This is an optimization exercise on Yosys and OpenROAD, whose aim is small area, a short achievable clock period and few clock cycles, not a production implementation.
The RTL was checked by simulation tests, not by an equivalence proof against the original design.
Power figures rest on the tool's default switching activity, not on a simulated workload.

## flow/design.v (module list and top-level ports; edited modules follow where they fit)
// module aoi222: 3 lines
// module aoi22: 3 lines
// module rdmux32: 12 lines
// module fa_cell: 3 lines
// module ha_cell: 3 lines
// module booth_digit: 7 lines
// module mul_booth: 1925 lines
// module riscv: 211 lines
module riscv (input  logic        clk, clr,
              input  logic [31:0] RD_instr, RD_data,
              output logic [31:0] PCF,
              output logic [31:0] ALUResultM, WriteDataM,
              output logic        MemWriteM,
              output logic [3:0]  byteEnable);
  // ...
==> flow/flow/run.sh <==
#!/bin/bash
set -euo pipefail
R=orfs/results/sky130hd/riscv/base
DU="sky130_fd_sc_hd__probe_p_8 sky130_fd_sc_hd__probec_p_8 sky130_fd_sc_hd__lpflow_bleeder_1 sky130_fd_sc_hd__lpflow_clkbufkapwr_1 sky130_fd_sc_hd__lpflow_clkbufkapwr_16 sky130_fd_sc_hd__lpflow_clkbufkapwr_2 sky130_fd_sc_hd__lpflow_clkbufkapwr_4 sky130_fd_sc_hd__lpflow_clkbufkapwr_8 sky130_fd_sc_hd__lpflow_clkinvkapwr_1 sky130_fd_sc_hd__lpflow_clkinvkapwr_16 sky130_fd_sc_hd__lpflow_clkinvkapwr_2 sky130_fd_sc_hd__lpflow_clkinvkapwr_4 sky130_fd_sc_hd__lpflow_clkinvkapwr_8 sky130_fd_sc_hd__lpflow_decapkapwr_12 sky130_fd_sc_hd__lpflow_decapkapwr_3 sky130_fd_sc_hd__lpflow_decapkapwr_4 sky130_fd_sc_hd__lpflow_decapkapwr_6 sky130_fd_sc_hd__lpflow_decapkapwr_8 sky130_fd_sc_hd__lpflow_inputiso0n_1 sky130_fd_sc_hd__lpflow_inputiso0p_1 sky130_fd_sc_hd__lpflow_inputiso1n_1 sky130_fd_sc_hd__lpflow_inputiso1p_1 sky130_fd_sc_hd__lpflow_inputisolatch_1 sky130_fd_sc_hd__lpflow_isobufsrc_1 sky130_fd_sc_hd__lpflow_isobufsrc_16 sky130_fd_sc_hd__lpflow_isobufsrc_2 sky130_fd_sc_hd__lpflow_isobufsrc_4 sky130_fd_sc_hd__lpflow_isobufsrc_8 sky130_fd_sc_hd__lpflow_isobufsrckapwr_16 sky130_fd_sc_hd__lpflow_lsbuf_lh_hl_isowell_tap_1 sky130_fd_sc_hd__lpflow_lsbuf_lh_hl_isowell_tap_2 sky130_fd_sc_hd__lpflow_lsbuf_lh_hl_isowell_tap_4 sky130_fd_sc_hd__lpflow_lsbuf_lh_isowell_4 sky130_fd_sc_hd__lpflow_lsbuf_lh_isowell_tap_1 sky130_fd_sc_hd__lpflow_lsbuf_lh_isowell_tap_2 sky130_fd_sc_hd__lpflow_lsbuf_lh_isowell_tap_4 sky130_fd_sc_hd__clkdlybuf4s* sky130_fd_sc_hd__dlygate4sd* sky130_fd_sc_hd__dlymetal6s*"

bash standard.sh synth > std_synth.log 2>&1
cp $R/1_2_yosys.v std_1_2_yosys.v
cp orfs/logs/sky130hd/riscv/base/1_2_yosys.log std_1_2_yosys.log

sed "s|SYNTH_SCRIPT=[^ ]*|SYNTH_SCRIPT=$PWD/flow/synth_split.tcl|" standard.sh > split.sh
rm -f $R/1_2_yosys.v $R/1_2_yosys.sdc $R/1_synth.odb $R/1_synth.sdc
bash split.sh synth > split_synth.log 2>&1
python3 flow/regcheck.py std_1_2_yosys.v $R/1_2_yosys.v > regcheck.log 2>&1

bash split.sh SETUP_SLACK_MARGIN=7.5 "DONT_USE_CELLS=$DU" finish > layout.log 2>&1
==> flow/flow/regcheck.py <==
#!/usr/bin/env python3
"""regcheck.py STD.v NEW.v: exit 1 unless both netlists hold the same registers (instance names
and cell types, drive strength aside)."""
import re, sys

def regs(path):
    text = open(path).read()
    out = {}
    for typ, name in re.findall(r'^\s*(sky130_fd_sc_hd__\w+)\s+(\S+)\s*\(', text, re.M):
        base = re.sub(r'_\d+$', '', typ)
        if re.search(r'__(s?e?df|dl)', base):
            out[name] = base
    return out

a, b = regs(sys.argv[1]), regs(sys.argv[2])
bad = [n for n in set(a) | set(b) if a.get(n) != b.get(n)]
print(f"registers: standard {len(a)}, this synthesis {len(b)}, differing {len(bad)}")
for n in sorted(bad)[:20]:
    print(f"  {n}: {a.get(n)} vs {b.get(n)}")
sys.exit(1 if bad else 0)
==> flow/flow/synth_split.tcl <==
# The standard synthesis script (synth_recipe.tcl), except that technology mapping with ABC
# runs per module: the small gate modules (aoi222, aoi22, rdmux32, booth_digit) with ORFS's speed
# script, which maps each small module to few complex cells, and every other module with ORFS's area
# script.  Registers are mapped before ABC runs, so they are the standard synthesis's.
proc synth {args} { yosys synth -nofsm -noshare {*}$args }
proc abc {args} {
  set speed_mods {aoi222 aoi22 rdmux32 booth_digit}
  set base [list]
  set skip 0
  foreach a $args {
    if {$skip} { set skip 0; continue }
    if {$a eq "-script"} { set skip 1; continue }
    lappend base $a
  }
  set sd $::env(SCRIPTS_DIR)
  yosys abc -script $sd/abc_speed.script {*}$base {*}$speed_mods
  set rest [list *]
  foreach m $speed_mods { lappend rest $m %d }
  yosys abc -script $sd/abc_area.script {*}$base {*}$rest
}
source $::env(SCRIPTS_DIR)/synth.tcl
# left out here: clear keep_hierarchy, flatten, clean up, hide names made inside functions, write 1_2_yosys.v
==> flow/standard.sh <==
#!/bin/bash
# synth_recipe.tcl (not shown) runs the flow's synth.tcl, then flattens the netlist and writes it again
# the make line also repeats each setting of config.mk as NAME=value (left out here)
make -C /OpenROAD-flow-scripts/flow DESIGN_CONFIG=/design/flow/config.mk WORK_HOME=/design/flow/orfs CLKGATE_MAP_FILE= SYNTH_SCRIPT=/design/flow/synth_recipe.tcl "${@:-finish}"
==> flow/config.mk <==
export PLATFORM = sky130hd
export DESIGN_NAME = riscv
export DESIGN_NICKNAME = riscv
export VERILOG_FILES = /design/flow/design.v
export SDC_FILE = /design/flow/constraint.sdc
export NUM_CORES = 8
export LEC_CHECK = 0
export CAP_MARGIN = 20
export CORE_MARGIN = 2
export CORE_UTILIZATION = 38
export SLEW_MARGIN = 20
export SYNTH_HIERARCHICAL = 1
==> flow/constraint.sdc <==
create_clock -name core_clock -period 12.0 [get_ports {clk}]
set_input_delay 2.4000 -clock core_clock [delete_from_list [all_inputs] [get_ports {clk}]]
set_output_delay 2.4000 -clock core_clock [all_outputs]
set_load 0.01 [all_outputs]
==> qor.yml, run 1 <==
grt:
  track_usage_pct: 33.8
  grt_overflow: 0
  antenna_found_initial: 45
  use_met1_pct: 42.5
  grt_pass1_vias: 83800
  grt_max_degree: 89
finish:
  multi_input_cells: 6837
  n_antenna_cell: 15
  largest_cell_class: "multi-input gates"
  top_regs: "regs x992, mul.q x242"
  nClkBuffers: 218
  utilization_pct: 45.1
  clk_share_pct: 5.30
  drive_gt1_share_pct: 14.8
logic_synthesis:
  synth_compound_area_share_pct: 16.2
  syn_avg_cell_area_sq_um: 10.1
  yosysMostFrequentCell: "nand2_1"
  synthTopCellsByCount: "nand2_1, edfxtp_1, xor2_1, inv_1, a222oi_1"
  syn_inst: 9529
  synth-simple-area-share_pct: 13.8
detailed_routing:
  drt-total-wl_mm: 456
  wl_met2_mm: 193
  wl_per_cell_um: 33.7
  vias: 88700
  drt_pre_antenna_iters: 14
timing:
  final.setup.tns_ns: 0
  relSlewSlack_pct: 14.0
  hold_viol: 0
  final-setup-viol-count: 0
  fmax_ghz: 0.213
pwr:
  p_seq_share_pct: 19.4
  p_comb_uw: 26100
outcome:
  outcome: "finished clean"
worst_setup_path:
  crit_type: "reg -> reg"
  cp-startpoint: "regwW"
  r2r_cells: 8
clock_tree:
  clock_latency_ns: 0.90
  numCtsBuffers: 173
Testbench counts, summed over its fixed seeds: cycles 17,224.
==> run 2: changes to the inputs <==
--- a/flow/config.mk
+++ b/flow/config.mk
@@ -9,4 +9,4 @@
 export CORE_MARGIN = 2
-export CORE_UTILIZATION = 38
-export SLEW_MARGIN = 20
+export CORE_UTILIZATION = 45
+export SLEW_MARGIN = 60
 export SYNTH_HIERARCHICAL = 1
==> run 2 against run 1 <==
Net effect: still clean on timing, DRC and antenna; register-to-register slack is essentially flat; global-route usage up 5.5 points; flip-flop and latch count unchanged; core utilization rose by 8.4 points; sequential share of layout area barely moved; via count decreased by 2.0%; die area is 15% lower; first-iteration DRC count down 11%; critical endpoint is now mul.q[139].
==> qor.yml, run 2 <==
outcome:
  outcome: "finished clean"
clock_tree:
  clock_path_buffers: 3
  ctsHtreeMaxLevel: 4
  cts_tree: "yes"
  clk_pin_slew_ns: 0.07
  clkSinkCount: 1547
  numCtsBuffers: 168  # -2.9%
  clock_latency_ns: 0.90  # about the same
  cts_root_buffer: "clkbuf_16"
  cts_hold_buffers: 0
die:
  core_sq_um: 212000
  core.rowCount: 169
  die_w_um: 466
  die_h_um: 466
  dieArea_sq_um: 217000
  io_pins: 167
  start_util_pct: 45.3
grt:
  grt_max_degree: 57  # -36%
  grt_pass1_wl_mm: 613
  track_usage_pct: 39.4  # +5.5 points
  antenna_found_initial: 32  # -29%
  grt_overflow: 0  # unchanged
  grt_pass1_vias: 82500  # -1.6%
timing:
  post-route-period-util_pct: 39.2
  worst_slew_pin_slew_ns: 0.926
  rsz0062_at_grt: "true"
  final-setup-viol-count: 0  # unchanged
  fmax_ghz: 0.212  # -0.23%
  hold_ws_ns: 0.338
  relSlewSlack_pct: 38.2  # +24 points
  hold_viol: 0  # unchanged
  period_needed_ns: 4.71
  slew_viol_final: 0
  skew_ns: 0.0886
  final.setup.tns_ns: 0  # unchanged
detailed_routing:
  wl_per_cell_um: 34.0  # +1.1%
  drt_pre_antenna_iters: 17  # +3
  drt_iter0_drc: 14500
  drt-total-wl_mm: 445  # -2.5%
  ant_nets: 0
  vias: 87000  # -2.0%
  drc_errors: 0
  viasPerCell: 6.66
finish:
  final_common_cell: "nand2_1"
  top_regs: "regs x992, mul.q x242"
  mostFrequentLayoutCells: "nand2_1, edfxtp_1, xor2_1"
  drive_gt1_share_pct: 16.0  # +1.2 points
  top_register: "regs"
  largest_reg_flops: 992
  final_area_sq_um: 113000
  area.growth.synth_to_final_pct: 18.2
  nets: 10900
logic_synthesis:
  async_flop_share_pct: 2.78
  ys_seq_area_share_pct: 42.9
  synth_area_sq_um: 95900
  synthFlopType: "edfxtp_1"
  syn_avg_cell_area_sq_um: 10.1  # unchanged
  synth.area.top_cells: "edfxtp_1, dfxtp_1, fa_1"
  ys_types: 71
  synth_top_cell_by_area: "edfxtp_1"
  synth_edf_count: 992
  synthTopCellsByCount: "nand2_1, edfxtp_1, xor2_1, inv_1, a222oi_1"
  synth_top_area_share_pct: 31.1
  yosysWarnings: 9
  yosysMostFrequentCell: "nand2_1"
  ys_ff_latch: 1547
  syn_inst: 9529  # unchanged
worst_setup_path:
  max_stage_delay_ns: 0.61
  end_kind: "flop"
  cp-start-kind: "flop"
  rrSetupSlack_ns: 7.29
  cp_data_required_time_ns: 12.72
  cp-startpoint: "fBWE"
  r2r_cells: 13  # +5
  crit_path_top_delay_cell: "fa_2"
  r2r-end: "mul.q[139]"
  path_common_cell: "fa_1"
  crit_arrival_ns: 5.42
  crit_type: "reg -> reg"
  regToRegStartpoint: "fBWE"
  path_cells: "buf_8, clkbuf_16, clkbuf_16, mux2_1, mux2i_4, buf_6, xor2_4, o21ai_2, xor2_1, fa_1, fa_1, fa_2, fa_1"
  crit_end: "mul.q[139]"
  cp_max_fo: 6
pwr:
  power.density_nw_per_um2: 350
  ir_worst_vdd_v: 0.000658
  p_leak_uw: 0.0447
  p_total_uw: 39700
placement:
  routabilityCongestion: 1.04
  post-dp-hpwl_mm: 319
  place_area_sq_um: 103000
  port_buffers: 163
min_path:
  hp-class: "reg -> reg"
flow_run:
  drv_cap: 0
-- run 2: cell types whose count changed in the layout (fill, tap and decap cells not counted), sizes merged, moves of 2 or more --
cell | before | now
clkbuf | 260 | 262
nor2 | 422 | 416
inv | 653 | 645
bufbuf | 6 | 1
buf | 713 | 788
bufinv | 20 | 17
clkinvlp | 46 | 33
-- run 2: kinds of logic after synthesis --
logic type | synth area share (%)
other | 0.00783
AO/OA/AOI/OAI | 16.2
adder cells (fa/ha/maj) | 13.9
XOR/XNOR | 6.98
multiplexers | 1.35
AND/OR/NAND/NOR | 13.8
buffers and inverters | 4.87
flip-flops | 42.9
-- run 2: worst max-delay path: cells and delay by family, from the launching register on --
kind | cells | cell delay [ns]
muxes | 2 | 0.55
xor gates and xnor gates | 2 | 0.50
adders and majority gates | 4 | 2.08
buffers and inverters | 4 | 0.59
DFF | 1 | 0.42
AOI/OAI and AO/OA | 1 | 0.45
-- run 2: where the power goes --
part           switching, uW  total (uW)  internal, uW
combinational          17700       26800          9080
clock                   2340        5360          3030
sequential               719        7530          6810
-- run 2: final cells by class --
class | instances | area, sq um
diodes | 16 | 40.0
clock buffers | 212 | 4560
clock inverters | 91 | 1130
fillers | 18800 | 98500
inverters | 704 | 3150
multi-input cells | 6829 | 53400
flip-flops and latches | 1547 | 41200
well taps | 2821 | 3530
repair buffers | 839 | 6260
repair inverters | 7 | 45.0
-- run 2: timing repair --
action                                 in CTS  in global routing
pin swaps                                  56                143
gates cloned                               11                 15
endpoints found under the hold margin       0                  0
gates resized for setup                   316                366
setup buffers                             102                149
setup endpoints to repair                 281                164
-- run 2: modules after synthesis (local to each module, per instance) --
module | cells | flip-flops and latches
ha_cell | 1 | 0
fa_cell | 1 | 0
aoi22 | 1 | 0
riscv | 4783 | 1305
aoi222 | 1 | 0
rdmux32 | 4 | 0
booth_digit | 12 | 0
mul_booth | 3071 | 242
-- run 2: how the worst min path moves through the flow --
stage / start / end / slack, ns / cells after the start
3_5_place_dp: isLdE / isLdM / 0.34 / 0
3_3_place_gp: mulHiE / mulHiM / 0.33 / 0
5_1_grt: isMulE / isMulM / 0.34 / 0
4_1_cts: isMulE / isMulM / 0.34 / 0
6_report: isMulE / isMulM / 0.34 / 0
2_1_floorplan: mulHiE / mulHiM / 0.31 / 0
-- run 2: through the flow --
stage          util [%]  std cells  setup slack [ns]
2_1_floorplan         -       9531              5.87
3_3_place_gp       47.3      12400              4.76
3_5_place_dp       48.5      12500              6.01
4_1_cts            52.2      12900              7.42
5_1_grt            53.5      13100              7.33
6_report           53.5      13100              7.29
-- run 2: routing by layer --
metal	vias to the layer above	global-route usage (%)	wire length [um]
met2	6513	59.7	192000
met3	1399	11.6	56500
met5	-	0	214
met4	16	21.4	30700
li1	36300	-	-
met1	42800	50.5	165000
==> run 3: changes to the inputs <==
--- a/flow/flow/run.sh
+++ b/flow/flow/run.sh
@@ -14,2 +14,2 @@
 
-bash split.sh SETUP_SLACK_MARGIN=7.5 "DONT_USE_CELLS=$DU" finish > layout.log 2>&1
+bash split.sh SETUP_SLACK_MARGIN=7.2 "DONT_USE_CELLS=$DU" finish > layout.log 2>&1
--- a/flow/config.mk
+++ b/flow/config.mk
@@ -10,3 +10,3 @@
 export CORE_UTILIZATION = 45
-export SLEW_MARGIN = 60
+export SLEW_MARGIN = 20
 export SYNTH_HIERARCHICAL = 1
==> run 3 against run 2 <==
Net effect: still clean on timing, DRC and antenna; routed wire length shrank 5.7%; setup slack lost 0.21 ns; cell area shrank 4.2%; flip-flop and latch count is the same; clock power shrank 3%; area after synthesis is the same; critical path depth shrank 4; synthesized cell count is the same.
==> qor.yml, run 3 <==
outcome:
  outcome: "finished clean"
finish:
  area.growth.synth_to_final_pct: 13.3
  nets: 10700  # -2.1%
  top_register: "regs"
  final_common_cell: "nand2_1"
  largest_reg_flops: 992  # unchanged
  final_cells: 12800  # -1.8%
  drive_gt1_share_pct: 11.2  # -4.8 points
  final.fill_count: 19200  # +1.9%
  mostFrequentLayoutCells: "nand2_1, edfxtp_1, xor2_1"
  top_regs: "regs x992, mul.q x242"
detailed_routing:
  routed.top_layer: "met5"
  vias: 85100  # -2.1%
  viasPerCell: 6.63  # -0.40%
  wl_met2_mm: 177  # -7.9%
  wl_per_cell_um: 32.7  # -4.0%
  drt_pre_antenna_iters: 13  # -4
  drt-total-wl_mm: 419  # -5.7%
  drc_errors: 0  # unchanged
  wl_met1_mm: 150  # -9.1%
  drt_iter0_drc: 14800  # +2.0%
  ant_nets: 0  # unchanged
  wl_met3_mm: 59.7  # +5.7%
die:
  start_util_pct: 45.3  # unchanged
  die_w_um: 466  # unchanged
  die_h_um: 466  # unchanged
  core.rowCount: 169  # unchanged
  dieArea_sq_um: 217000  # unchanged
  io_pins: 167  # unchanged
  core_sq_um: 212000  # unchanged
placement:
  dpl.cell_count: 12300  # -0.95%
  post-dp-hpwl_mm: 294  # -7.7%
  routabilityCongestion: 1.07  # +2.2%
  post-place-ws_ns: 4.79  # -1.21 ns
  port_buffers: 163  # unchanged
clock_tree:
  clkSinkCount: 1547  # unchanged
  cts_hold_buffers: 0  # unchanged
  numCtsBuffers: 165  # -1.8%
  ctsHtreeMaxLevel: 4  # unchanged
  cts_tree: "yes"
  cts_root_buffer: "clkbuf_16"
  clock_path_buffers: 3  # unchanged
  clock_latency_ns: 0.90  # about the same
  clk_pin_slew_ns: 0.07  # about the same
logic_synthesis:
  synthFlopType: "edfxtp_1"
  syn_inst: 9529  # unchanged
  synth_top_cell_by_area: "edfxtp_1"
  synth_top_family_by_area: "compound AO/OA/AOI/OAI gates"
  synthTopCellsByCount: "nand2_1, edfxtp_1, xor2_1, inv_1, a222oi_1"
  synth_edf_count: 992  # unchanged
  syn_avg_cell_area_sq_um: 10.1  # unchanged
  ys_ff_latch: 1547  # unchanged
  synth_top_area_share_pct: 31.1  # unchanged
  synth_mux_area_share_pct: 1.35  # unchanged
  synth_compound_area_share_pct: 16.2  # unchanged
  synthAdderAreaFrac_pct: 13.9  # unchanged
  yosysMostFrequentCell: "nand2_1"
  ys_types: 71  # unchanged
  yosysWarnings: 9  # unchanged
  ys_seq_area_share_pct: 42.9  # unchanged
  async_flop_share_pct: 2.78  # unchanged
  synth_area_sq_um: 95900  # unchanged
  synthXorXnorAreaFrac_pct: 6.98  # unchanged
  synth.area.top_cells: "edfxtp_1, dfxtp_1, fa_1"
  synth-simple-area-share_pct: 13.8  # unchanged
timing:
  fmax_ghz: 0.203  # -4.3%
  hold_viol: 0  # unchanged
  skew_ns: 0.0803  # -0.00827 ns
  final.setup.tns_ns: 0  # unchanged
  setup_slack_ns: 7.08  # -0.211 ns
  period_needed_ns: 4.92  # +0.211 ns
  worst_slew_pin_slew_ns: 1.38  # +0.453 ns
  rsz0062_at_grt: "true"
  hold_ws_ns: 0.354  # +0.0160 ns
  final-setup-viol-count: 0  # unchanged
  slew_viol_final: 0  # unchanged
  post-route-period-util_pct: 41.0  # +1.8 points
  relSlewSlack_pct: 7.09  # -31 points
grt:
  grt_pass1_wl_mm: 585  # -4.5%
  antenna_found_initial: 27  # -16%
  grt_overflow: 0  # unchanged
  track_usage_pct: 37.4  # -2.0 points
  grt_max_degree: 57  # unchanged
  grt_pass1_vias: 81000  # -1.8%
worst_setup_path:
  max_stage_delay_ns: 0.61  # about the same
  cp_top_family: "simple AND/OR/NAND/NOR gates"
  cp_max_fo: 26  # +20
  cp-start-kind: "primary input"
  crit_arrival_ns: 5.70  # +0.28 ns
  critPathBufInv: 3  # -1
  end_kind: "flop"
  crit_type: "in -> reg"
  crit_path_top_delay_cell: "nor3_4"
  cp_data_required_time_ns: 12.78  # +0.06 ns
  path_cells: "buf_1, inv_1, nor2_1, nand2_1, nor3_4, buf_6, a222oi_1, nand4_1, or3_1"
pwr:
  ir_worst_vdd_v: 0.000682  # +3.7%
  p_leak_uw: 0.0429  # -4.0%
  power.density_nw_per_um2: 355  # +1.2%
flow_run:
  drv_cap: 0  # unchanged
min_path:
  hp-class: "reg -> reg"
-- run 3: cell counts after synthesis --
No cell type changed its count.
-- run 3: cell families after synthesis --
group / Yosys count
buf+inv: 1160
simple gates: 3059
xor+xnor: 764
compound gates: 2108
flops: 1547
mux: 106
other cells: 2
fa+ha+maj: 783
-- run 3: Yosys stat by module, one instance, submodules excluded, a selection --
module	cell area, sq um	cells inside
riscv	54600	4783
mul_booth	20900	3071
aoi222	10.0	1
aoi22	12.5	1
fa_cell	20.0	1
booth_digit	100	12
ha_cell	12.5	1
-- run 3: worst paths after layout --
kind                       depth (start not counted)          to     startpoint  slack [ns]
hold / removal                                     0      mulHiM         mulHiE        0.35
max in group asynchronous                          3     pcF[25]            clr        9.95
min in group asynchronous                          2       isBrE            clr        1.51
setup reg to reg                                  11  mul.q[139]  ALUResultM[5]        7.09
setup / recovery                                   9      aE[25]   RD_instr[15]        7.08
hold reg to reg                                    0      mulHiM         mulHiE        0.35
-- run 3: area by class of cell --
type	instances	area, sq um	area share, %
multi-input cells	6833	52000	47.9
flip-flops and latches	1547	41100	37.9
clock buffers	210	4450	4.10
well taps	2821	3530	3.25
repair buffers	614	3430	3.16
inverters	704	2970	2.74
clock inverters	95	1040	0.954
repair inverters	4	27.5	0.0253
diodes	8	20.0	0.0184
-- run 3: repair_timing --
action	CTS	global route
cloned	10	5
setup buffers	83	74
hold endpoints to repair	0	0
gates resized for setup	303	204
pin swaps	20	27
setup endpoints to repair	340	189
-- run 3: layer usage --
metal  global-route usage (%)  vias up
met4                     23.1       20
li1                         -    35800
met3                     13.4     1415
met2                     55.3     6512
met1                     46.6    41300
met5                        0        -
-- run 3: worst register-to-register path: cells and delay by family, from the launching register on --
| family | cells | cell delay [ns] |
|---|---|---|
| fa+ha+maj | 4 | 2.13 |
| mux | 1 | 0.09 |
| simple gates | 2 | 0.37 |
| buf+inv | 1 | 0.56 |
| compound gates | 2 | 0.42 |
| xor+xnor | 1 | 0.44 |
| flops | 1 | 0.74 |
-- run 3: metrics by stage --
stage,power [uW],area [sq um],utilization [%]
finish,38500,109000,51.3
global route,41100,109000,51.3
CTS,37800,107000,50.6
detailed placement,32400,100000,47.3
global placement,32100,100000,47.3
floorplan,23500,96000,-
-- run 3: power by group --
part / leakage, uW / internal (uW) / switching [uW]
Combinational: 0.0263 / 8790 / 17000
Clock: 0.00267 / 2900 / 2280
Sequential: 0.0140 / 6810 / 717
==> run 4: changes to the inputs <==
--- a/flow/flow/run.sh
+++ b/flow/flow/run.sh
@@ -14,2 +14,2 @@
 
-bash split.sh SETUP_SLACK_MARGIN=7.2 "DONT_USE_CELLS=$DU" finish > layout.log 2>&1
+bash split.sh SETUP_SLACK_MARGIN=6.9 "DONT_USE_CELLS=$DU" finish > layout.log 2>&1
==> run 4 against run 3 <==
Net effect: still clean on timing, DRC and antenna; total power up 0.78%; flip-flop and latch count unchanged; first-iteration DRC count increased by 4.7%; combinational power barely moved; register-to-register slack worse by 0.24 ns; fmax decreased by 5.3%; die area unchanged; area after synthesis did not move; clock skew rose by 0.022 ns.
==> qor.yml, run 4 <==
detailed_routing:
  ant_nets: 0  # unchanged
  drt-total-wl_mm: 427  # +2.0%
  drt_pre_antenna_iters: 15  # +2
  vias: 86000  # +0.98%
  drt_iter0_drc: 15500  # +4.7%
  wl_per_cell_um: 33.4  # +2.3%
  viasPerCell: 6.72  # +1.4%
  drc_errors: 0  # unchanged
grt:
  grt_pass1_wl_mm: 596  # +1.9%
  antenna_found_initial: 45  # +67%
  grt_pass1_vias: 81400  # +0.47%
  grt_max_degree: 61  # +7.0%
  track_usage_pct: 38.2  # +0.77 points
  grt_overflow: 0  # unchanged
worst_setup_path:
  r2r-end: "mul.q[147]"
  cp-start-kind: "primary input"
  cp_max_fo: 21  # -19%
  path_cells: "buf_1, inv_6, nor2_4, nand2_1, nor3_4, buf_2, a222oi_1, nand4_1, or3_1"
  crit_type: "in -> reg"
  regToRegStartpoint: "fAWE"
  r2r_cells: 14  # +3
  cp_data_required_time_ns: 12.72  # -0.06 ns
  max_stage_delay_ns: 0.83  # +0.22 ns
  crit_path_top_delay_cell: "nor3_4"
  crit_arrival_ns: 5.91  # +0.21 ns
  rrSetupSlack_ns: 6.85  # -0.24 ns
  end_kind: "flop"
finish:
  top_register: "regs"
  area.growth.synth_to_final_pct: 12.5
  mostFrequentLayoutCells: "nand2_1, edfxtp_1, xor2_1"
  final_cells: 12800  # -0.37%
  drive_gt1_share_pct: 10.2  # -1.1 points
  final_common_cell: "nand2_1"
  largest_reg_flops: 992  # unchanged
  top_regs: "regs x992, mul.q x242"
  nets: 10700  # -0.58%
clock_tree:
  cts_root_buffer: "clkbuf_16"
  cts_tree: "yes"
  clock_path_buffers: 3  # unchanged
  numCtsBuffers: 167  # +1.2%
  clock_latency_ns: 0.90  # about the same
  ctsHtreeMaxLevel: 4  # unchanged
  clkSinkCount: 1547  # unchanged
  clk_pin_slew_ns: 0.06  # about the same
  cts_hold_buffers: 0  # unchanged
min_path:
  hp-class: "reg -> reg"
  min_to: "isLdM"
  whs_path_depth: 0  # unchanged
  min-delay-start: "isLdE"
logic_synthesis:
  yosysWarnings: 9  # unchanged
  synth_area_sq_um: 95900  # unchanged
  synthFlopType: "edfxtp_1"
  synth_top_area_share_pct: 31.1  # unchanged
  ys_types: 71  # unchanged
  ys_seq_area_share_pct: 42.9  # unchanged
  yosysMostFrequentCell: "nand2_1"
  syn_avg_cell_area_sq_um: 10.1  # unchanged
  syn_inst: 9529  # unchanged
  synthTopCellsByCount: "nand2_1, edfxtp_1, xor2_1, inv_1, a222oi_1"
  synth_top_cell_by_area: "edfxtp_1"
  synth.area.top_cells: "edfxtp_1, dfxtp_1, fa_1"
  synth_edf_count: 992  # unchanged
  ys_ff_latch: 1547  # unchanged
  async_flop_share_pct: 2.78  # unchanged
timing:
  slew_viol_final: 0  # unchanged
  fmax_ghz: 0.193  # -5.3%
  final-setup-viol-count: 0  # unchanged
  period_needed_ns: 5.19  # +0.273 ns
  relSlewSlack_pct: 14.4  # +7.3 points
  skew_ns: 0.103  # +0.0224 ns
  rsz0062_at_grt: "true"
  post-route-period-util_pct: 43.3  # +2.3 points
  final.setup.tns_ns: 0  # unchanged
  hold_viol: 0  # unchanged
  hold_ws_ns: 0.352  # -0.00186 ns
  worst_slew_pin_slew_ns: 1.28  # -0.0951 ns
placement:
  post-dp-hpwl_mm: 300  # +1.9%
  routabilityCongestion: 1.07  # +0.26%
  dpl.cell_count: 12300  # +0.016%
  port_buffers: 163  # unchanged
die:
  dieArea_sq_um: 217000  # unchanged
  die_h_um: 466  # unchanged
  core.rowCount: 169  # unchanged
  die_w_um: 466  # unchanged
  io_pins: 167  # unchanged
  start_util_pct: 45.3  # unchanged
  core_sq_um: 212000  # unchanged
flow_run:
  drv_cap: 0  # unchanged
pwr:
  power.density_nw_per_um2: 360  # +1.4%
  p_leak_uw: 0.0426  # -0.68%
  ir_worst_vdd_v: 0.000652  # -4.4%
outcome:
  outcome: "finished clean"
==> run 4: cell counts after synthesis <==
No cell type changed its count.
==> run 4: layer usage <==
metal	wire [um]	part of all wire (%)	track usage, %
met5	136	0.032	0
met2	182000	43	57.0
met4	30300	7.1	21.9
met3	59500	14	12.5
met1	155000	36	48.6
==> run 4: power breakdown <==
| part | total, uW | switching (uW) | leakage, uW | internal (uW) |
|---|---|---|---|---|
| Sequential | 7580 | 767 | 0.0140 | 6820 |
| Clock | 5440 | 2340 | 0.00281 | 3100 |
| Combinational | 25800 | 17100 | 0.0259 | 8720 |
| Total | 38800 | 20200 | 0.0426 | 18600 |
==> run 4: final cells by class <==
class | count | area (sq um)
Tap cell | 2821 | 3530
Timing Repair Buffer | 552 | 2840
Clock buffer | 215 | 4510
Sequential cell | 1547 | 41200
Fill cell | 19200 | 104000
Multi-Input combinational cell | 6830 | 51600
Timing Repair inverter | 5 | 32.5
Inverter | 704 | 2870
Clock inverter | 96 | 1310
Antenna cell | 19 | 47.5
==> run 4: timing repair <==
action	in CTS	in global routing
pin swaps	13	6
gates cloned	6	7
setup endpoints to repair	322	186
resized for setup	203	127
hold endpoints to repair	0	0
buffers inserted	43	52
==> run 4: cell families (layout without fill, tap and decap cells) <==
kind of cell / after synthesis / count (layout) / share of synthesized area (%)
other: 2 / 23 / 0.00783
muxes: 106 / 106 / 1.35
and+or+nand+nor: 3059 / 3062 / 13.8
buffers and inverters: 1160 / 1572 / 4.87
adders and majority gates: 783 / 783 / 13.9
AOI/OAI and AO/OA: 2108 / 2111 / 16.2
xor gates and xnor gates: 764 / 764 / 6.98
DFF: 1547 / 1547 / 42.9
==> run 4: stage by stage <==
step,utilization [%],cell area (sq um),setup slack (ns),power [uW]
2_1_floorplan,-,96000,5.87,23500
3_3_place_gp,47.3,100000,4.55,32100
3_5_place_dp,47.3,100000,4.71,32500
4_1_cts,50.5,107000,6.84,38000
5_1_grt,50.9,108000,6.78,41400
6_report,50.9,108000,6.81,38800
==> run 4: modules after synthesis, one instance, submodules excluded <==
module,flip-flops and latches,cell area [sq um]
ha_cell,0,12.5
riscv,1305,54600
rdmux32,0,23.8
fa_cell,0,20.0
aoi22,0,12.5
mul_booth,242,20900
booth_digit,0,100
aoi222,0,10.0
==> run 4: worst max path at each step <==
| stage | startpoint | end | slack (ns) | cells past startpoint |
|---|---|---|---|---|
| finish | RD_instr[21] | bE[31] | 6.81 | 9 |
| global route | fBME | mul.q[103] | 6.78 | 14 |
| global placement | fBME | pcF[2] | 4.55 | 22 |
| CTS | fBWE | pcF[22] | 6.84 | 27 |
| floorplan | RD_instr[21] | bE[0] | 5.87 | 8 |
| detailed placement | fBME | pcF[14] | 4.71 | 25 |
==> run 4: critical path: cells and delay by family <==
family                 cells  cell delay, ns
AOI/OAI and AO/OA          1            0.24
buffers and inverters      3            1.39
and+or+nand+nor            5            1.84
==> run 5: changes to the inputs <==
--- a/flow/flow/run.sh
+++ b/flow/flow/run.sh
@@ -14,2 +14,2 @@
 
-bash split.sh SETUP_SLACK_MARGIN=6.9 "DONT_USE_CELLS=$DU" finish > layout.log 2>&1
+bash split.sh SETUP_SLACK_MARGIN=7.5 "DONT_USE_CELLS=$DU" finish > layout.log 2>&1
--- a/flow/config.mk
+++ b/flow/config.mk
@@ -10,2 +10,3 @@
 export CORE_UTILIZATION = 45
+export CTS_BUF_LIST = sky130_fd_sc_hd__clkbuf_4 sky130_fd_sc_hd__clkbuf_8 sky130_fd_sc_hd__clkbuf_16
 export SLEW_MARGIN = 20
==> run 5 against run 4 <==
Net effect: still clean on timing, DRC and antenna; via count up 0.49%; routed wire length up 4.3%; synthesized cell count unchanged; fmax up 12%; global-route usage up 1.5 points; critical path depth up 8; largest power group unchanged; highest routed layer unchanged.
==> qor.yml, run 5 <==
pwr:
  p_total_uw: 39500  # +1.8%
  combPwrFrac_pct: 67.4  # +0.9 points
  p_int_uw: 18800  # +1.0%
  p_leak_uw: 0.0438  # +2.7%
  power_switching_uw: 20700  # +2.4%
  p_seq_share_pct: 19.1  # -0.4 points
  switching_share_pct: 52.3  # +0.34 points
  ir_worst_vdd_v: 0.000705  # +8.0%
  power.density_nw_per_um2: 355  # -1.3%
  power.share.clock_pct: 13.5  # -0.5 points
die:
  core_sq_um: 212000  # unchanged
  die_h_um: 466  # unchanged
  die_w_um: 466  # unchanged
  dieArea_sq_um: 217000  # unchanged
  io_pins: 167  # unchanged
  start_util_pct: 45.3  # unchanged
  core.rowCount: 169  # unchanged
finish:
  final.fill_count: 19200  # +0.089%
  area.growth.synth_to_final_pct: 16.1
  top_regs: "regs x992, mul.q x242"
  final_common_cell: "nand2_1"
  mostFrequentLayoutCells: "nand2_1, edfxtp_1, xor2_1"
  nets: 10900  # +1.9%
  largest_reg_flops: 992  # unchanged
  drive_gt1_share_pct: 14.1  # +3.9 points
  top_register: "regs"
  final_cells: 13000  # +1.5%
placement:
  post-dp-hpwl_mm: 313  # +4.3%
  post-place-ws_ns: 4.71  # +0.000710 ns
  routabilityCongestion: 1.04  # -2.4%
  port_buffers: 163  # unchanged
  dpl.cell_count: 12400  # +0.12%
timing:
  fmax_ghz: 0.215  # +12%
  slew_viol_final: 0  # unchanged
  period_needed_ns: 4.65  # -0.546 ns
  final-setup-viol-count: 0  # unchanged
  skew_ns: 0.0584  # -0.0444 ns
  relSlewSlack_pct: 16.1  # +1.7 points
  hold_viol: 0  # unchanged
  worst_slew_pin_slew_ns: 1.26  # -0.0257 ns
  final.setup.tns_ns: 0  # unchanged
  rsz0062_at_grt: "true"
  hold_ws_ns: 0.346  # -0.00544 ns
  setup_slack_ns: 7.35  # +0.546 ns
  post-route-period-util_pct: 38.7  # -4.6 points
worst_setup_path:
  crit_end: "ALUResultM[1]"
  regToRegStartpoint: "fBWE"
  end_kind: "flop"
  r2r_cells: 17  # +3
  r2r-end: "ALUResultM[1]"
  cp_data_required_time_ns: 12.43  # -0.29 ns
  cp-start-kind: "flop"
  rrSetupSlack_ns: 7.35  # +0.50 ns
  crit_arrival_ns: 5.08  # -0.83 ns
  crit_type: "reg -> reg"
  cp_max_fo: 32  # +52%
  cp-startpoint: "fBWE"
clock_tree:
  clkSinkCount: 1547  # unchanged
  cts_root_buffer: "clkbuf_16"
  clock_latency_ns: 0.87  # -0.03 ns
  numCtsBuffers: 167  # unchanged
  ctsHtreeMaxLevel: 4  # unchanged
  clock_path_buffers: 3  # unchanged
  cts_tree: "yes"
  cts_hold_buffers: 0  # unchanged
  clk_pin_slew_ns: 0.06  # about the same
logic_synthesis:
  ys_seq_area_share_pct: 42.9  # unchanged
  syn_inst: 9529  # unchanged
  synth_top_cell_by_area: "edfxtp_1"
  ys_types: 71  # unchanged
  synth_edf_count: 992  # unchanged
  synth_area_sq_um: 95900  # unchanged
  synthTopCellsByCount: "nand2_1, edfxtp_1, xor2_1, inv_1, a222oi_1"
  yosysWarnings: 9  # unchanged
  syn_avg_cell_area_sq_um: 10.1  # unchanged
  ys_ff_latch: 1547  # unchanged
  synth.area.top_cells: "edfxtp_1, dfxtp_1, fa_1"
  synthFlopType: "edfxtp_1"
  yosysMostFrequentCell: "nand2_1"
  synth_top_area_share_pct: 31.1  # unchanged
  async_flop_share_pct: 2.78  # unchanged
grt:
  grt_overflow: 0  # unchanged
  track_usage_pct: 39.7  # +1.5 points
  grt_max_degree: 57  # -6.6%
  antenna_found_initial: 38  # -16%
  grt_pass1_vias: 82200  # +0.92%
  grt_pass1_wl_mm: 617  # +3.5%
detailed_routing:
  drt-total-wl_mm: 446  # +4.3%
  viasPerCell: 6.65  # -1.0%
  drt_pre_antenna_iters: 13  # -2
  drc_errors: 0  # unchanged
  ant_nets: 0  # unchanged
  vias: 86400  # +0.49%
  drt_iter0_drc: 14400  # -6.8%
  wl_per_cell_um: 34.3  # +2.7%
min_path:
  hp-class: "reg -> reg"
outcome:
  outcome: "finished clean"
flow_run:
  drv_cap: 0  # unchanged
==> run 5: cell count changes in the layout (fill, tap and decap cells not counted), sizes merged <==
cell | before | now
buf | 517 | 694
clkinvlp | 39 | 57
inv | 659 | 644
clkinv | 89 | 98
nor2 | 416 | 420
clkbuf | 250 | 247
o21ai | 415 | 418
bufbuf | 0 | 1
bufinv | 18 | 17
diode | 19 | 20
nand2 | 1719 | 1720
==> run 5: what timing repair did <==
action	CTS	global route
resized for setup	587	334
setup endpoints to repair	367	183
gates cloned	22	10
pin swaps	73	84
buffers inserted	154	101
==> run 5: cells by family after synthesis <==
family / Yosys count / synth area share (%)
xor gates and xnor gates: 764 / 6.98
buffers and inverters: 1160 / 4.87
other: 2 / 0.00783
DFF: 1547 / 42.9
AOI/OAI and AO/OA: 2108 / 16.2
muxes: 106 / 1.35
adders and majority gates: 783 / 13.9
and+or+nand+nor: 3059 / 13.8
==> run 5: routing by layer <==
metal | routed length (um) | vias up | global-route usage, %
met5 | 79 | - | 0
met4 | 30900 | 12 | 21.9
met3 | 55900 | 1371 | 10.7
met2 | 192000 | 6488 | 59.8
met1 | 167000 | 42400 | 51.9
li1 | - | 36100 | -
==> run 5: critical path: stages, from the launching register on <==
cell	delay, ns
dfxtp_4	0.39
buf_12	0.16
buf_6	0.14
clkinv_8	0.15
nand2_1	0.13
nand3_2	0.16
o21ai_4	0.16
nand2_1	0.14
o21ai_4	0.15
buf_12	0.14
buf_2	0.33
inv_1	0.42
nand2_1	0.37
o21ai_0	0.19
a21oi_1	0.22
nand2_1	0.07
nand3_1	0.23
nand3_1	0.67
==> run 5: layout make-up <==
class                      instances  area, sq um  share of cell area [%]
clock buffer                     203         4510                    4.05
timing repair inverter             8         53.8                  0.0483
sequential                      1547        41200                    37.0
clock inverter                   104         1170                    1.05
tap                             2821         3530                    3.17
timing repair buffer             739         4730                    4.25
inverter                         704         3080                    2.77
multi-input combinational       6838        53000                    47.6
antenna                           20         50.0                  0.0450
==> run 5: modules after synthesis, one instance, submodules excluded <==
| module | copies in the design | cells |
|---|---|---|
| aoi222 | 640 | 1 |
| booth_digit | 17 | 12 |
| mul_booth | 1 | 3071 |
| aoi22 | 64 | 1 |
| fa_cell | 467 | 1 |
| rdmux32 | 64 | 4 |
| ha_cell | 44 | 1 |
| riscv | 1 | 4783 |
==> run 5: per-stage QoR <==
| stage | cell area (sq um) | util [%] |
|---|---|---|
| 6_report | 111000 | 52.5 |
| 5_1_grt | 111000 | 52.5 |
| 4_1_cts | 109000 | 51.5 |
| 3_5_place_dp | 100000 | 47.4 |
| 3_3_place_gp | 100000 | 47.3 |
| 2_1_floorplan | 96100 | - |
==> run 5: power groups by stage <==
stage	registers (uW)	logic [uW]	clock network [uW]
2_1_floorplan	7460	16100	0
3_3_place_gp	7580	25100	0
3_5_place_dp	7600	25400	0
4_1_cts	7510	25800	5380
5_1_grt	7580	29100	5580
6_report	7540	26600	5340
==> run 5: how the worst min path moves through the flow <==
stage / start / endpoint / cells past startpoint
after floorplan: mulHiE / mulHiM / 0
after global placement: mulHiE / mulHiM / 0
after detailed placement: mulHiE / mulHiM / 0
after CTS: mulHiE / mulHiM / 0
after global routing: mulHiE / mulHiM / 0
final: mulHiE / mulHiM / 0
==> module riscv, before the edit <==
module riscv (input  logic        clk, clr,
              input  logic [31:0] RD_instr, RD_data,
              output logic [31:0] PCF,
              output logic [31:0] ALUResultM, WriteDataM,
              output logic        MemWriteM,
              output logic [3:0]  byteEnable);
    logic        stallF, redirE, predF, takeTgtF;
    logic [31:0] pcTgtF;
    logic [31:0] targetE;
    logic [31:1] pcF;
    assign PCF = {pcF, 1'b0};
    always_ff @(posedge clk or posedge clr)
        if (clr)           pcF <= '0;
        else if (takeTgtF) pcF <= pcTgtF[31:1];
        else if (redirE)   pcF <= targetE[31:1];
        else if (!stallF)  pcF <= pcF + 31'd1 + 31'd1;
    wire [31:0] iF   = RD_instr;
    wire [4:0]  op   = iF[6:2];
    wire [2:0]  f3   = iF[14:12];
    wire [4:0]  rdF  = iF[11:7];
    wire [4:0]  rs1F = iF[19:15];
    wire [4:0]  rs2F = iF[24:20];
    wire isLUI   = op == 5'b01101;
    wire isAUIPC = op == 5'b00101;
    wire isJAL   = op == 5'b11011;
    wire isJALR  = op == 5'b11001;
    wire isBr    = op == 5'b11000;
    wire isLd    = op == 5'b00000;
    wire isSt    = op == 5'b01000;
    wire isOpI   = op == 5'b00100;
    wire isOp    = op == 5'b01100;
    wire isMul   = isOp & iF[25];
    wire isAlu   = isOpI | isOp & ~iF[25];
    wire writesRd = isLUI | isAUIPC | isJAL | isJALR | isLd | isOpI | isOp;
    wire useRs1   = ~op[0] | ~op[2] & ~op[1];
    wire useRs2   = op[3] & ~op[0];
    wire [31:0] immI = {{20{iF[31]}}, iF[31:20]};
    wire [31:0] immS = {{20{iF[31]}}, iF[31:25], iF[11:7]};
    wire [31:0] immB = {{20{iF[31]}}, iF[7], iF[30:25], iF[11:8], 1'b0};
    wire [31:0] immJ = {{12{iF[31]}}, iF[19:12], iF[20], iF[30:21], 1'b0};
    wire [31:0] immU = {iF[31:12], 12'b0};
    assign predF  = isJAL | isBr & iF[31];
    assign pcTgtF = {pcF, 1'b0} + (iF[3] ? immJ : immB);
    assign takeTgtF = predF & ~stallF & ~redirE;
    wire [31:0] immF = (isLUI | isAUIPC) ? immU : predF ? 32'd4 : isBr ? immB : isSt ? immS : immI;
    wire subF   = isOp & iF[30] & (f3 == 3'b000) | (isAlu & f3[2:1] == 2'b01);
    wire selAdd = isAlu & (f3 == 3'b000) | isLd | isSt;
    wire selSlt = isAlu & (f3[2:1] == 2'b01);
    wire selSh  = isAlu & (f3[1:0] == 2'b01);
    wire selXor = isAlu & (f3 == 3'b100);
    wire selOr  = isAlu & (f3 == 3'b110);
    wire selAnd = isAlu & (f3 == 3'b111);
    wire bImm   = isOpI | isLd | isSt | isJALR;
    logic [31:0] regs [31:1];
    logic        regwW;
    logic [4:0]  rdW;
    logic [31:0] resW;
    logic [31:1] wdec;
    always_comb
        for (int k = 1; k < 32; k++) wdec[k] = regwW & (rdW == k);
    genvar gi;
    generate
        for (gi = 1; gi < 32; gi = gi + 1) begin : g_rf
            always_ff @(posedge clk)
                if (wdec[gi]) regs[gi] <= resW;
        end
    endgenerate
    logic [31:0] sel1, sel2, r1F, r2F;
    assign sel1[0] = regwW & (rdW == rs1F) & (rs1F != 5'd0);
    assign sel2[0] = regwW & (rdW == rs2F) & (rs2F != 5'd0);
    always_comb
        for (int k = 1; k < 32; k++) begin
            sel1[k] = (rs1F == k) & ~wdec[k];
            sel2[k] = (rs2F == k) & ~wdec[k];
        end
    genvar bi, ki;
    generate
        for (bi = 0; bi < 32; bi = bi + 1) begin : g_rd
            wire [31:0] col;
            assign col[0] = resW[bi];
            for (ki = 1; ki < 32; ki = ki + 1) begin : g_c
                assign col[ki] = regs[ki][bi];
            end
            rdmux32 u1 (.sel(sel1), .d(col), .y(r1F[bi]));
            rdmux32 u2 (.sel(sel2), .d(col), .y(r2F[bi]));
        end
    endgenerate
    logic        regwE, isLdE, isMulE, isStE, isBrE, isJALRE, predE;
    logic        ldmulE;    
    logic [4:0]  rdE;
    logic [31:0] aE, bE, immE;
    logic [31:1] pcE;
    logic [2:0]  f3E;
    logic        fAME, fAWE, fBME, fBWE;
    logic        subE, selAddE, selSltE, selShE, selXorE, selOrE, selAndE, bImmE;
    logic        selLuiE, selAuipcE, selLinkE;    
    logic        shLeftE, shArithE, saE, sbE, mulHiE;
    logic        regwM, isLdM, isMulM, mulHiM;
    logic [4:0]  rdM;
    logic [2:0]  f3M;
    assign stallF = ldmulE & ((useRs1 & (rdE == rs1F)) | (useRs2 & (rdE == rs2F)));
    wire bubble = stallF | redirE;
    always_ff @(posedge clk or posedge clr)
        if (clr) begin
            regwE <= 1'b0; isLdE <= 1'b0; isMulE <= 1'b0; isStE <= 1'b0; ldmulE <= 1'b0;
            isBrE <= 1'b0; isJALRE <= 1'b0;
        end else if (bubble) begin
            regwE <= 1'b0; isLdE <= 1'b0; isMulE <= 1'b0; isStE <= 1'b0; ldmulE <= 1'b0;
            isBrE <= 1'b0; isJALRE <= 1'b0;
        end else begin
            regwE   <= writesRd & (rdF != 5'd0);
            ldmulE  <= (isLd | isMul) & (rdF != 5'd0);
            isLdE   <= isLd;
            isMulE  <= isMul;
            isStE   <= isSt;
            isBrE   <= isBr;
            isJALRE <= isJALR;
        end
    always_ff @(posedge clk) begin
        rdE  <= rdF;
        aE   <= r1F;
        bE   <= r2F;
        immE <= immF;
        pcE  <= pcF;
        f3E  <= f3;
        fAME <= regwE & (rdE == rs1F);
        fAWE <= regwM & (rdM == rs1F) & ~(regwE & (rdE == rs1F));
        fBME <= regwE & (rdE == rs2F);
        fBWE <= regwM & (rdM == rs2F) & ~(regwE & (rdE == rs2F));
        subE <= subF;
        selAddE <= selAdd; selSltE <= selSlt; selShE <= selSh; selXorE <= selXor;
        selOrE <= selOr; selAndE <= selAnd; bImmE <= bImm;
        selLuiE <= isLUI; selAuipcE <= isAUIPC | isJAL; selLinkE <= isJALR;
        predE <= iF[31];
        shLeftE  <= ~f3[2];
        shArithE <= iF[30] & f3[2];
        saE    <= f3[1] ^ f3[0];
        sbE    <= ~f3[1] & f3[0];
        mulHiE <= f3[1] | f3[0];
    end
    wire [31:0] A   = fAME ? ALUResultM : fAWE ? resW : aE;
    wire [31:0] B   = fBME ? ALUResultM : fBWE ? resW : bE;
    wire [31:0] opB = bImmE ? immE : B;
    wire [32:0] sum = {1'b0, A} + {1'b0, opB ^ {32{subE}}} + {32'b0, subE};
    wire ltU = ~sum[32];
    wire ltS = (A[31] ^ opB[31]) ? A[31] : sum[31];
    wire brEq  = A == B;
    wire brLtU = A < B;
    wire brLtS = (A[31] ^ B[31]) ? A[31] : brLtU;
    wire [31:0] pcImmE = {pcE, 1'b0} + immE;
    logic [31:0] shIn, shOut, shRes;
    always_comb
        for (int k = 0; k < 32; k++) shIn[k] = shLeftE ? A[31-k] : A[k];
    assign shOut = 32'($signed({shArithE & A[31], shIn}) >>> opB[4:0]);
    always_comb
        for (int k = 0; k < 32; k++) shRes[k] = shLeftE ? shOut[31-k] : shOut[k];
    wire slt = f3E[0] ? ltU : ltS;
    wire [31:0] resE = ({32{selAddE}}   & sum[31:0])
                     | ({32{selSltE}}   & {31'b0, slt})
                     | ({32{selShE}}    & shRes)
                     | ({32{selXorE}}   & (A ^ opB))
                     | ({32{selOrE}}    & (A | opB))
                     | ({32{selAndE}}   & (A & opB))
                     | ({32{selLuiE}}   & immE)
                     | ({32{selAuipcE}} & pcImmE)
                     | ({32{selLinkE}}  & {pcF, 1'b0});
    logic taken;
    always_comb
        case (f3E[2:1])
            2'b00:   taken = brEq ^ f3E[0];
            2'b10:   taken = brLtS ^ f3E[0];
            2'b11:   taken = brLtU ^ f3E[0];
            default: taken = 1'b0;
        endcase
    assign redirE  = isBrE & (taken ^ predE) | isJALRE;
    assign targetE = isJALRE ? {sum[31:1], 1'b0} : pcImmE;
    wire [63:0] prodM;
    mul_booth mul (.clk(clk), .a(A), .bm(ALUResultM), .bw(resW), .br(bE), .fm(fBME), .fw(fBWE),
                   .sa(saE), .sb(sbE), .p(prodM));
    always_ff @(posedge clk or posedge clr)
        if (clr) begin
            MemWriteM <= 1'b0; regwM <= 1'b0; isLdM <= 1'b0; isMulM <= 1'b0;
        end else begin
            MemWriteM <= isStE; regwM <= regwE; isLdM <= isLdE; isMulM <= isMulE;
        end
    always_ff @(posedge clk) begin
        ALUResultM <= resE;
        WriteDataM <= f3E[1] ? B : f3E[0] ? {2{B[15:0]}} : {4{B[7:0]}};
        byteEnable <= f3E[1] ? 4'b1111 :
                      f3E[0] ? (sum[1] ? 4'b1100 : 4'b0011) :
                      (4'b0001 << sum[1:0]);
        rdM    <= rdE;
        f3M    <= f3E;
        mulHiM <= mulHiE;
    end
    wire [7:0]  ldByte = ALUResultM[1] ? (ALUResultM[0] ? RD_data[31:24] : RD_data[23:16])
                                       : (ALUResultM[0] ? RD_data[15:8]  : RD_data[7:0]);
    wire [15:0] ldHalf = ALUResultM[1] ? RD_data[31:16] : RD_data[15:0];
    wire [31:0] ldData = f3M[1] ? RD_data :
                         f3M[0] ? {{16{~f3M[2] & ldHalf[15]}}, ldHalf} :
                                  {{24{~f3M[2] & ldByte[7]}}, ldByte};
    wire [31:0] mulRes = mulHiM ? prodM[63:32] : prodM[31:0];
    wire [31:0] resM   = isLdM ? ldData : isMulM ? mulRes : ALUResultM;
    always_ff @(posedge clk or posedge clr)
        if (clr) regwW <= 1'b0;
        else     regwW <= regwM;
    always_ff @(posedge clk) begin
        resW <= resM;
        rdW  <= rdM;
    end
endmodule
==> run 6: changes to the inputs <==
--- a/flow/design.v
+++ b/flow/design.v
@@ -2050,2 +2050,3 @@
     logic        fAME, fAWE, fBME, fBWE;
+    logic        nfAME, nfAWE;    
     logic        subE, selAddE, selSltE, selShE, selXorE, selOrE, selAndE, bImmE;
@@ -2083,2 +2084,4 @@
         fAWE <= regwM & (rdM == rs1F) & ~(regwE & (rdE == rs1F));
+        nfAME <= ~(regwE & (rdE == rs1F));
+        nfAWE <= ~(regwM & (rdM == rs1F) & ~(regwE & (rdE == rs1F)));
         fBME <= regwE & (rdE == rs2F);
@@ -2097,2 +2100,3 @@
     wire [31:0] A   = fAME ? ALUResultM : fAWE ? resW : aE;
+    wire [31:0] mulA = ~nfAME ? ALUResultM : ~nfAWE ? resW : aE;
     wire [31:0] B   = fBME ? ALUResultM : fBWE ? resW : bE;
@@ -2133,3 +2137,3 @@
     wire [63:0] prodM;
-    mul_booth mul (.clk(clk), .a(A), .bm(ALUResultM), .bw(resW), .br(bE), .fm(fBME), .fw(fBWE),
+    mul_booth mul (.clk(clk), .a(mulA), .bm(ALUResultM), .bw(resW), .br(bE), .fm(fBME), .fw(fBWE),
                    .sa(saE), .sb(sbE), .p(prodM));
--- a/flow/config.mk
+++ b/flow/config.mk
@@ -10,3 +10,2 @@
 export CORE_UTILIZATION = 45
-export CTS_BUF_LIST = sky130_fd_sc_hd__clkbuf_4 sky130_fd_sc_hd__clkbuf_8 sky130_fd_sc_hd__clkbuf_16
 export SLEW_MARGIN = 20
==> run 6 against run 5 <==
Net effect: critical endpoint is now mul.q[119]; largest cell class unchanged; die area grew 0.59%; still clean on timing, DRC and antenna; area after synthesis grew 0.59%; setup slack lost 0.17 ns; highest routed layer unchanged.
==> qor.yml, run 6 <==
worst_setup_path:
  max_stage_delay_ns: 0.79  # +0.12 ns
  cp_max_fo: 22  # -31%
  r2r_cells: 10  # -7
  path_cells: "nor2_1, a31oi_2, clkinv_2, buf_4, o22ai_4, xor2_2, fa_1, fa_1, fa_2, fa_2"
  end_kind: "flop"
  path_depth: 10  # -7
  regToRegStartpoint: "ALUResultM[14]"
  critPathBufInv: 2  # -4
  crit_type: "reg -> reg"
  cp-start-kind: "flop"
  cp_data_required_time_ns: 12.74  # +0.31 ns
  crit_arrival_ns: 5.55  # +0.47 ns
  r2r-end: "mul.q[119]"
  rrSetupSlack_ns: 7.19  # -0.17 ns
  cp_top_family: "adder cells"
  crit_path_top_delay_cell: "dfxtp_1"
grt:
  grt_pass1_vias: 84800  # +3.3%
  use_met2_pct: 60.3  # +0.54 points
  busiest_layer: "met2"
  use_met1_pct: 56.9  # +5.0 points
  met3_usage_pct: 13.3  # +2.6 points
  antenna_found_initial: 46  # +21%
  track_usage_pct: 42.7  # +3.0 points
  grt_pass1_wl_mm: 656  # +6.3%
  grt_max_degree: 93  # +63%
  grt_overflow: 0  # unchanged
logic_synthesis:
  synthFlopType: "edfxtp_1"
  ys_ff_latch: 1549  # +0.13%
  synth_area_sq_um: 96500  # +0.59%
  yosysMostFrequentCell: "nand2_1"
  async_flop_share_pct: 2.78  # -0.0036 points
  syn_avg_cell_area_sq_um: 10.0  # -0.36%
  synthTopCellsByCount: "nand2_1, edfxtp_1, xor2_1, inv_1, a222oi_1"
  synth_top_cell_by_area: "edfxtp_1"
  synth.area.top_cells: "edfxtp_1, dfxtp_1, fa_1"
  ys_seq_area_share_pct: 42.7  # -0.21 points
  synth_top_area_share_pct: 30.9  # -0.18 points
  yosysWarnings: 9  # unchanged
  synth_edf_count: 992  # unchanged
  ys_types: 70  # -1.4%
  syn_inst: 9620  # +0.95%
finish:
  area.growth.synth_to_final_pct: 17.8
  final_area_sq_um: 114000  # +2.1%
  largest_reg_flops: 992  # unchanged
  drive_gt1_share_pct: 15.5  # +1.4 points
  mostFrequentLayoutCells: "nand2_1, edfxtp_1, xor2_1"
  top_regs: "regs x992, mul.q x242"
  final_common_cell: "nand2_1"
  nets: 11000  # +1.2%
  top_register: "regs"
die:
  die_h_um: 467  # +0.29%
  dieArea_sq_um: 218000  # +0.59%
  core_sq_um: 213000  # +0.30%
  io_pins: 167  # unchanged
  core.rowCount: 169  # unchanged
  die_w_um: 467  # +0.29%
  start_util_pct: 45.4  # +0.13 points
placement:
  post-place-ws_ns: 4.70  # -0.00788 ns
  place_area_sq_um: 101000  # +0.90%
  port_buffers: 163  # unchanged
  post-dp-hpwl_mm: 329  # +5.3%
  routabilityCongestion: 1.08  # +4.0%
clock_tree:
  clkSinkCount: 1549  # +0.13%
  clk_pin_slew_ns: 0.07  # about the same
  clock_latency_ns: 0.88  # about the same
  ctsHtreeMaxLevel: 4  # unchanged
  cts_root_buffer: "clkbuf_16"
  clock_path_buffers: 3  # unchanged
  cts_tree: "yes"
  numCtsBuffers: 170  # +1.8%
detailed_routing:
  ant_nets: 0  # unchanged
  viasPerCell: 6.87  # +3.3%
  drt_pre_antenna_iters: 12  # -1
  wl_per_cell_um: 36.7  # +6.9%
  drc_errors: 0  # unchanged
  vias: 90200  # +4.4%
  drt-total-wl_mm: 482  # +8.0%
  drt_iter0_drc: 16700  # +16%
min_path:
  hp-class: "reg -> reg"
  min-delay-start: "mulHiE"
  whs_path_depth: 0  # unchanged
  min_to: "mulHiM"
pwr:
  power.density_nw_per_um2: 355  # about the same
  p_leak_uw: 0.0445  # +1.6%
  ir_worst_vdd_v: 0.000292  # -59%
timing:
  slew_viol_final: 0  # unchanged
  post-route-period-util_pct: 40.1  # +1.4 points
  final-setup-viol-count: 0  # unchanged
  worst_slew_pin_slew_ns: 1.25  # -0.00902 ns
  setup_slack_ns: 7.19  # -0.166 ns
  rsz0062_at_grt: "true"
  final.setup.tns_ns: 0  # unchanged
  relSlewSlack_pct: 16.7  # +0.60 points
  fmax_ghz: 0.208  # -3.4%
  hold_viol: 0  # unchanged
  period_needed_ns: 4.81  # +0.166 ns
  skew_ns: 0.0583  # -0.0000502 ns
flow_run:
  drv_cap: 0  # unchanged
outcome:
  outcome: "finished clean"
-- run 6: cell count changes after synthesis, moves of 7 or more --
| cell | change |
|---|---|
| o21ai_1 | -17 |
| nand2_2 | +7 |
| nor2_1 | +7 |
| clkbuf_1 | +24 |
| nand3_1 | -18 |
| o21ai_0 | +20 |
| inv_1 | +29 |
| o211ai_1 | +43 |
| xnor2_1 | +11 |
| buf_2 | -13 |
| a31oi_1 | +32 |
| nand2_1 | -37 |
| buf_6 | -9 |
| buf_1 | +10 |
-- run 6: timing repair --
action / 4_1_cts / 5_1_grt
pin swaps: 113 / 117
hold buffers: 0 / 0
endpoints found under the setup margin: 361 / 221
setup buffers: 182 / 90
gates resized for setup: 751 / 375
gates cloned: 26 / 8
-- run 6: cell families after synthesis --
family          after synthesis  share of synthesized area, %
simple gates               3025                          13.7
mux                         108                          1.36
fa+ha+maj                   783                          13.8
flops                      1549                          42.7
buf+inv                    1200                          4.89
compound gates             2183                          16.6
xor+xnor                    770                          7.00
other cells                   2                       0.00779
-- run 6: worst max-delay path by stage --
stage	start	endpoint	slack (ns)
3_3_place_gp	fBME	mul.q[119]	4.77
5_1_grt	fBWE	mul.q[123]	7.21
2_1_floorplan	RD_instr[21]	bE[0]	5.84
3_5_place_dp	fBME	mul.q[131]	4.70
4_1_cts	nfAME	mul.q[119]	7.32
6_report	ALUResultM[14]	mul.q[119]	7.19
-- run 6: per-stage QoR --
step	hold slack, ns	utilization, %	std cells	power [uW]
floorplan	0.310	-	9622	23700
global placement	0.321	47.6	12500	32700
detailed placement	0.325	47.7	12500	32900
CTS	0.341	52.4	13000	39100
global route	0.350	53.5	13100	42800
finish	0.341	53.5	13100	40300
-- run 6: Yosys stat by module (local to each module, per instance) --
module | cell area [sq um] | flops+latches
aoi22 | 12.5 | 0
aoi222 | 10.0 | 0
booth_digit | 100 | 0
fa_cell | 20.0 | 0
ha_cell | 12.5 | 0
mul_booth | 21000 | 242
rdmux32 | 23.8 | 0
riscv | 55200 | 1307
-- run 6: cell type report --
type,instances,area [sq um]
multi-input cells,6885,54300
diodes,23,57.6
well taps,2821,3530
clock buffers,229,4670
flip-flops and latches,1549,41200
fillers,19000,98900
repair inverters,2,15.0
inverters,735,3140
repair buffers,795,5600
clock inverters,87,1070
-- run 6: report_power, final --
part | leakage (uW) | switching (uW) | internal (uW)
Combinational | 0.0277 | 17900 | 9250
Clock | 0.00277 | 2380 | 3030
Sequential | 0.0140 | 920 | 6820
-- run 6: per-layer routing --
metal	wire [um]	vias up	share of wire, %
met3	68200	1809	14
li1	-	36600	-
met5	138	-	0.029
met1	179000	44200	37
met2	195000	7553	40
met4	39400	24	8.2
Testbench counts of run 6, summed over its fixed seeds: cycles 17,224.
==> run 7: changes to the inputs <==
--- a/flow/flow/run.sh
+++ b/flow/flow/run.sh
@@ -14,2 +14,2 @@
 
-bash split.sh SETUP_SLACK_MARGIN=7.5 "DONT_USE_CELLS=$DU" finish > layout.log 2>&1
+bash split.sh SETUP_SLACK_MARGIN=7.8 "DONT_USE_CELLS=$DU" finish > layout.log 2>&1
==> run 7 against run 6 <==
Net effect: first-iteration DRC count grew 5.3%; fmax grew 1.2%; cell area grew 1.9%; global-route usage shrank 0.71 points; area after synthesis is the same; routed wire length shrank 0.35%; combinational power grew 1%; clock skew grew 0.012 ns; non-clock buffer count grew 86; via count grew 0.81%; highest routed layer unchanged.
==> qor.yml, run 7 <==
logic_synthesis:
  ys_types: 70  # unchanged
  yosysMostFrequentCell: "nand2_1"
  yosysWarnings: 9  # unchanged
  ys_ff_latch: 1549  # unchanged
  async_flop_share_pct: 2.78  # unchanged
  synth_edf_count: 992  # unchanged
  synth_top_area_share_pct: 30.9  # unchanged
  syn_inst: 9620  # unchanged
  synth_top_cell_by_area: "edfxtp_1"
  synthFlopType: "edfxtp_1"
  synth_area_sq_um: 96500  # unchanged
  ys_seq_area_share_pct: 42.7  # unchanged
  synth.area.top_cells: "edfxtp_1, dfxtp_1, fa_1"
  syn_avg_cell_area_sq_um: 10.0  # unchanged
  synthTopCellsByCount: "nand2_1, edfxtp_1, xor2_1, inv_1, a222oi_1"
die:
  io_pins: 167  # unchanged
  start_util_pct: 45.4  # unchanged
  core_sq_um: 213000  # unchanged
  die_w_um: 467  # unchanged
  die_h_um: 467  # unchanged
  dieArea_sq_um: 218000  # unchanged
  core.rowCount: 169  # unchanged
worst_setup_path:
  end_kind: "flop"
  cp_data_required_time_ns: 12.77  # +0.03 ns
  cp-start-kind: "flop"
  crit_type: "reg -> reg"
  crit_arrival_ns: 5.53  # -0.02 ns
  path_cells: "buf_12, buf_2, buf_6, buf_16, mux2_4, mux2i_4, buf_6, xor2_4, buf_8, clkinvlp_4, buf_12, buf_8, clkbuf_2, o22ai_4, xor2_2, fa_2, fa_2, fa_2, fa_2"
  critPathBufInv: 10  # +8
  max_stage_delay_ns: 0.55  # -0.24 ns
  cp_max_fo: 8  # -64%
  cp_top_family: "adder cells"
  crit_path_top_delay_cell: "fa_2"
  path_common_cell: "fa_2"
outcome:
  outcome: "finished clean"
clock_tree:
  cts_root_buffer: "clkbuf_16"
  numCtsBuffers: 166  # -2.4%
  cts_hold_buffers: 0  # unchanged
  clock_latency_ns: 0.87  # about the same
  clkSinkCount: 1549  # unchanged
  clk_pin_slew_ns: 0.08  # about the same
  ctsHtreeMaxLevel: 4  # unchanged
  clock_path_buffers: 3  # unchanged
  cts_tree: "yes"
pwr:
  p_leak_uw: 0.0449  # +0.90%
  power_switching_uw: 21300  # +0.47%
  switching_share_pct: 52.3  # -0.27 points
  p_seq_share_pct: 18.9  # -0.3 points
  power.density_nw_per_um2: 351  # -0.93%
  p_int_uw: 19400  # +1.5%
  ir_worst_vdd_v: 0.000330  # +13%
  combPwrFrac_pct: 67.8  # +0.4 points
  power.share.clock_pct: 13.3  # about the same
timing:
  hold_viol: 0  # unchanged
  relSlewSlack_pct: 10.6  # -6.1 points
  final.setup.tns_ns: 0  # unchanged
  worst_slew_pin_slew_ns: 1.34  # +0.0909 ns
  final-setup-viol-count: 0  # unchanged
  fmax_ghz: 0.210  # +1.2%
  rsz0062_at_grt: "true"
  post-route-period-util_pct: 39.6  # -0.47 points
  slew_viol_final: 0  # unchanged
  skew_ns: 0.0707  # +0.0124 ns
  period_needed_ns: 4.76  # -0.0562 ns
finish:
  utilization_pct: 54.5  # +1.0 points
  area.growth.synth_to_final_pct: 20.1
  drive_gt1_share_pct: 18.9  # +3.4 points
  largest_reg_flops: 992  # unchanged
  nets: 11100  # +0.92%
  final_common_cell: "nand2_1"
  mostFrequentLayoutCells: "nand2_1, edfxtp_1, a222oi_1"
  top_regs: "regs x992, mul.q x242"
  top_register: "regs"
placement:
  port_buffers: 163  # unchanged
  post-dp-hpwl_mm: 328  # -0.37%
  routabilityCongestion: 1.15  # +6.4%
detailed_routing:
  ant_nets: 0  # unchanged
  drt_pre_antenna_iters: 13  # +1
  drc_errors: 0  # unchanged
  vias: 91000  # +0.81%
  wl_per_cell_um: 36.3  # -1.0%
  viasPerCell: 6.88  # +0.11%
  drt-total-wl_mm: 480  # -0.35%
  drt_iter0_drc: 17600  # +5.3%
grt:
  grt_max_degree: 64  # -31%
  grt_overflow: 0  # unchanged
  grt_pass1_vias: 83900  # -1.1%
  antenna_found_initial: 58  # +26%
  track_usage_pct: 42.0  # -0.71 points
  grt_pass1_wl_mm: 649  # -1.1%
flow_run:
  drv_cap: 0  # unchanged
min_path:
  hp-class: "reg -> reg"
## run 7: cell types whose count changed in the layout (fill, tap and decap cells not counted), sizes merged, moves of 2 or more
cell,delta
buf,+98
clkinv,-17
bufinv,-3
bufbuf,-4
clkinvlp,+5
nor2,+11
inv,+2
diode,-5
clkbuf,+2
## run 7: per-stage QoR
stage / area (sq um) / hold WS [ns] / worst slack, ns / power (uW) / instances
6_report: 116000 / 0.347 / 7.24 / 40700 / 13200
5_1_grt: 116000 / 0.355 / 7.18 / 43200 / 13200
4_1_cts: 112000 / 0.348 / 7.44 / 39200 / 13000
3_5_place_dp: 102000 / 0.335 / 4.18 / 33200 / 12500
3_3_place_gp: 102000 / 0.335 / 4.21 / 33000 / 12500
2_1_floorplan: 97800 / 0.310 / 5.84 / 24000 / 9622
## run 7: area by class of cell
class	count	area, sq um
Antenna cell	18	45.0
Clock buffer	239	4710
Clock inverter	69	1040
Fill cell	18500	96700
Inverter	735	3120
Multi-Input combinational cell	6899	55700
Sequential cell	1549	41300
Tap cell	2821	3530
Timing Repair Buffer	881	6360
Timing Repair inverter	7	66.3
## run 7: cell families after synthesis
kind of cell / share of synthesized area, %
adder cells (fa/ha/maj): 13.8
buffers and inverters: 4.89
XOR/XNOR: 7.00
flip-flops: 42.7
AO/OA/AOI/OAI: 16.6
AND/OR/NAND/NOR: 13.7
other: 0.00779
multiplexers: 1.36
## run 7: what timing repair did
action                                  CTS  global route
endpoints found under the setup margin  397           252
buffers inserted                        201           150
pin swaps                               117           182
gates cloned                             30            22
resized for setup                       867           665
## run 7: path summary, 6_finish.rpt
kind / to / startpoint / slack (ns) / cells after the start
setup / recovery: mul.q[107] / fBWE / 7.24 / 19
hold / removal: MemWriteM / isStE / 0.35 / 0
setup reg to reg: mul.q[107] / fBWE / 7.24 / 19
hold reg to reg: MemWriteM / isStE / 0.35 / 0
max in group asynchronous: isJALRE / clr / 8.94 / 3
min in group asynchronous: pcF[14] / clr / 1.81 / 2
## run 7: power groups by stage
stage               logic (uW)  registers [uW]  clock network [uW]
floorplan                16500            7490                   0
global placement         25300            7680                   0
detailed placement       25500            7710                   0
CTS                      26200            7610                5440
global route             29900            7700                5650
finish                   27600            7690                5430
## run 7: modules after synthesis (local to each module, per instance)
module	flops+latches	copies in the design
aoi22	0	64
aoi222	0	640
booth_digit	0	17
fa_cell	0	467
ha_cell	0	44
mul_booth	242	1
rdmux32	0	64
riscv	1307	1
## run 7: metal layers
metal / wire [um] / GRT usage, % / up-vias
met5: 403 / 0 / -
met4: 40900 / 26.9 / 46
met3: 73300 / 14.1 / 1818
li1: - / - / 36800
met2: 194000 / 59.5 / 7951
met1: 171000 / 54.9 / 44400
